What follows belongs to an exercise in optimizing a design on an open flow for small area and a short achievable clock period; a production flow would make more cautious choices. In this exercise RTL edits were held to simulation tests only and were not proved equivalent to the original. Power figures rest on the tool's default switching activity, not on a simulated workload.

Design ALU_TOP, start of the top module:
module ALU_TOP (
  input  wire [15:0] A,
  input  wire [15:0] B,
  input  wire [3:0]  ALU_FUN,
  input  wire        CLK,
  input  wire        RST,
  output wire [31:0] Arith_OUT,
  output wire [15:0] Logic_OUT,
  output wire [15:0] Shift_OUT,
  output wire [2:0]  CMP_OUT,
  output wire        Arith_FLAG,
  output wire        Carry_OUT,
  output wire        Logic_FLAG,
  output wire        Shift_FLAG,
  output wire        CMP_FLAG
);
  wire [0:0] s1x15 = A[15];
  wire s115_P0 = ~(s1x15[0] ^ B[0]);
  wire s115_G0 = s1x15[0] | ~B[0];
  wire [0:0] s1d15;
  assign s1d15[0] = ~s115_P0;
  wire q15 = ~|B[15:1] & s115_G0;
  wire [0:0] s1r15 = q15 ? s1d15 : s1x15;
  wire [1:0] s1x14 = {s1r15, A[14]};
  wire s114_P0 = ~(s1x14[0] ^ B[0]);
  wire s114_G0 = s1x14[0] | ~B[0];
  wire s114_P1 = ~(s1x14[1] ^ B[1]);
  wire s114_G1 = s1x14[1] & ~B[1];
  wire s114_g1_1 = s114_G1 | (s114_P1 & s114_G0);
  wire s114_p1_1 = s114_P1 & s114_P0;
  wire [1:0] s1d14;
  assign s1d14[0] = ~s114_P0;
  assign s1d14[1] = s114_P1 ^ s114_G0;
  wire q14 = ~|B[15:2] & s114_g1_1;
  wire [1:0] s1r14 = q14 ? s1d14 : s1x14;
  wire [2:0] s1x13 = {s1r14, A[13]};
  wire s113_P0 = ~(s1x13[0] ^ B[0]);
  wire s113_G0 = s1x13[0] | ~B[0];
  wire s113_P1 = ~(s1x13[1] ^ B[1]);
  wire s113_G1 = s1x13[1] & ~B[1];
  wire s113_P2 = ~(s1x13[2] ^ B[2]);
  wire s113_G2 = s1x13[2] & ~B[2];
  wire s113_g1_1 = s113_G1 | (s113_P1 & s113_G0);
  wire s113_p1_1 = s113_P1 & s113_P0;
  wire s113_g2_2 = s113_G2 | (s113_P2 & s113_g1_1);
  wire s113_p2_2 = s113_P2 & s113_p1_1;
  wire [2:0] s1d13;
  assign s1d13[0] = ~s113_P0;
  assign s1d13[1] = s113_P1 ^ s113_G0;
  assign s1d13[2] = s113_P2 ^ s113_g1_1;
  wire q13 = ~|B[15:3] & s113_g2_2;
  wire [2:0] s1r13 = q13 ? s1d13 : s1x13;
  wire [3:0] s1x12 = {s1r13, A[12]};
  wire s112_P0 = ~(s1x12[0] ^ B[0]);
  wire s112_G0 = s1x12[0] | ~B[0];
  wire s112_P1 = ~(s1x12[1] ^ B[1]);
  wire s112_G1 = s1x12[1] & ~B[1];
  wire s112_P2 = ~(s1x12[2] ^ B[2]);
  wire s112_G2 = s1x12[2] & ~B[2];
  wire s112_P3 = ~(s1x12[3] ^ B[3]);
  wire s112_G3 = s1x12[3] & ~B[3];
  wire s112_g1_1 = s112_G1 | (s112_P1 & s112_G0);
  ...
Size: roughly 55 flip-flops, ~0.016 mm^2 of cells after synthesis.
==> flow/config.mk <==
export PLATFORM = sky130hd
export DESIGN_NAME = ALU_TOP
export DESIGN_NICKNAME = ALU_TOP
export VERILOG_FILES = /design/flow/design.v
export SDC_FILE = /design/flow/constraint.sdc
export NUM_CORES = 4
export LEC_CHECK = 0
export ABC_AREA = 1
export CAP_MARGIN = 20
export CORE_MARGIN = 2
export CORE_UTILIZATION = 40
export SLEW_MARGIN = 20
export SYNTH_HIERARCHICAL = 1
export SYNTH_MINIMUM_KEEP_SIZE = 0
==> flow/constraint.sdc <==
create_clock -name core_clock -period 110.0 [get_ports {CLK}]
set_input_delay 22.0000 -clock core_clock [delete_from_list [all_inputs] [get_ports {CLK}]]
set_output_delay 22.0000 -clock core_clock [all_outputs]
set_load 0.01 [all_outputs]
standard.sh (not shown) runs the stock make flow with config.mk's settings and CLKGATE_MAP_FILE= SYNTH_SCRIPT=/design/flow/synth_recipe.tcl, a recipe that flattens the netlist after the stock synthesis.
==> flow/flow/run.sh <==
#!/bin/bash
set -euo pipefail
bash standard.sh SETUP_SLACK_MARGIN=79 finish > standard.log 2>&1
==> next run, changes <==
==> flow/run.sh (new file) <==
#!/bin/bash
# synth_recipe.tcl (not shown) runs the flow's synth.tcl, then flattens the netlist and writes it again
# the make line also repeats each setting of config.mk as NAME=value (left out here)
make -C /OpenROAD-flow-scripts/flow DESIGN_CONFIG=/design/flow/config.mk WORK_HOME=/design/flow/orfs CLKGATE_MAP_FILE= SYNTH_SCRIPT=/design/flow/synth_recipe.tcl finish
removed: flow/flow/run.sh
removed: flow/standard.sh
=> The new run finished clean; worst hold slack improves by 23 ps; critical path depth climbs by 7; power drops by 5.9%; final area drops by about 16%; area after synthesis stays the same; flip-flop and latch count is unchanged.
==> next run, changes <==
==> flow/flow/run.sh (new file) <==
#!/bin/bash
set -euo pipefail
bash standard.sh SETUP_SLACK_MARGIN=76 finish > standard.log 2>&1
==> flow/standard.sh (new file) <==
#!/bin/bash
# synth_recipe.tcl (not shown) runs the flow's synth.tcl, then flattens the netlist and writes it again
# the make line also repeats each setting of config.mk as NAME=value (left out here)
make -C /OpenROAD-flow-scripts/flow DESIGN_CONFIG=/design/flow/config.mk WORK_HOME=/design/flow/orfs CLKGATE_MAP_FILE= SYNTH_SCRIPT=/design/flow/synth_recipe.tcl "${@:-finish}"
removed: flow/run.sh
The changed run completed without violations.
Wire length is higher by 7.0%.
Core utilization is higher by 4.1 points.
Total power is higher by 3.1%.
Die area does not change.
==> next run, changes <==
==> flow/flow/run.sh (replaced) <==
#!/bin/bash
set -euo pipefail
bash standard.sh "BUFFER_PORTS_ARGS=-buffer_cell sky130_fd_sc_hd__buf_1" finish > standard.log 2>&1
--- a/flow/config.mk
+++ b/flow/config.mk
@@ -8,6 +8,6 @@
 export ABC_AREA = 1
-export CAP_MARGIN = 20
+export CAP_MARGIN = 80
 export CORE_MARGIN = 2
 export CORE_UTILIZATION = 40
-export SLEW_MARGIN = 20
+export SLEW_MARGIN = 80
 export SYNTH_HIERARCHICAL = 1
The changed run completed with no timing, DRC or antenna violations.
Setup slack degrades by 1400 ps.
Cell area fell by 8.3%.
Worst hold slack is worse by 380 ps.
Total power went down by 1.8%.
Flip-flop and latch count stays the same.
Global-route usage shrinks by 1.5 points.
Final cell count fell by 2.8%.

port drivers added, routing unchanged:
Ports are ideal in the flow. The routed layouts listed here were re-timed in OpenROAD. Step 1, drivers: a clkbuf_16 drives CLK and a buf_2 each remaining input, both assumed. Step 2 also shifts input and output timing later by t, the mid clock arrival at the registers, as if the neighbouring blocks saw the same clock. Three values: ideal, step 1, step 2; two values: the first two.
run	shift t [ns]	setup slack, ns	worst setup path after step 2
the first run	0.370	76.853 / 76.804 / 76.738	input to register
the second run	0.369	72.082 / 72.038 / 72.407	register to output
the third run	0.370	76.377 / 76.397 / 76.027	input to register
the fourth run	0.366	74.970 / 74.922 / 75.120	input to register
After both steps setup and hold are still met in every run listed. For the third run, which loses most, drivers alone change the setup slack by +0.020 ns; drivers and shift together by -0.350 ns.
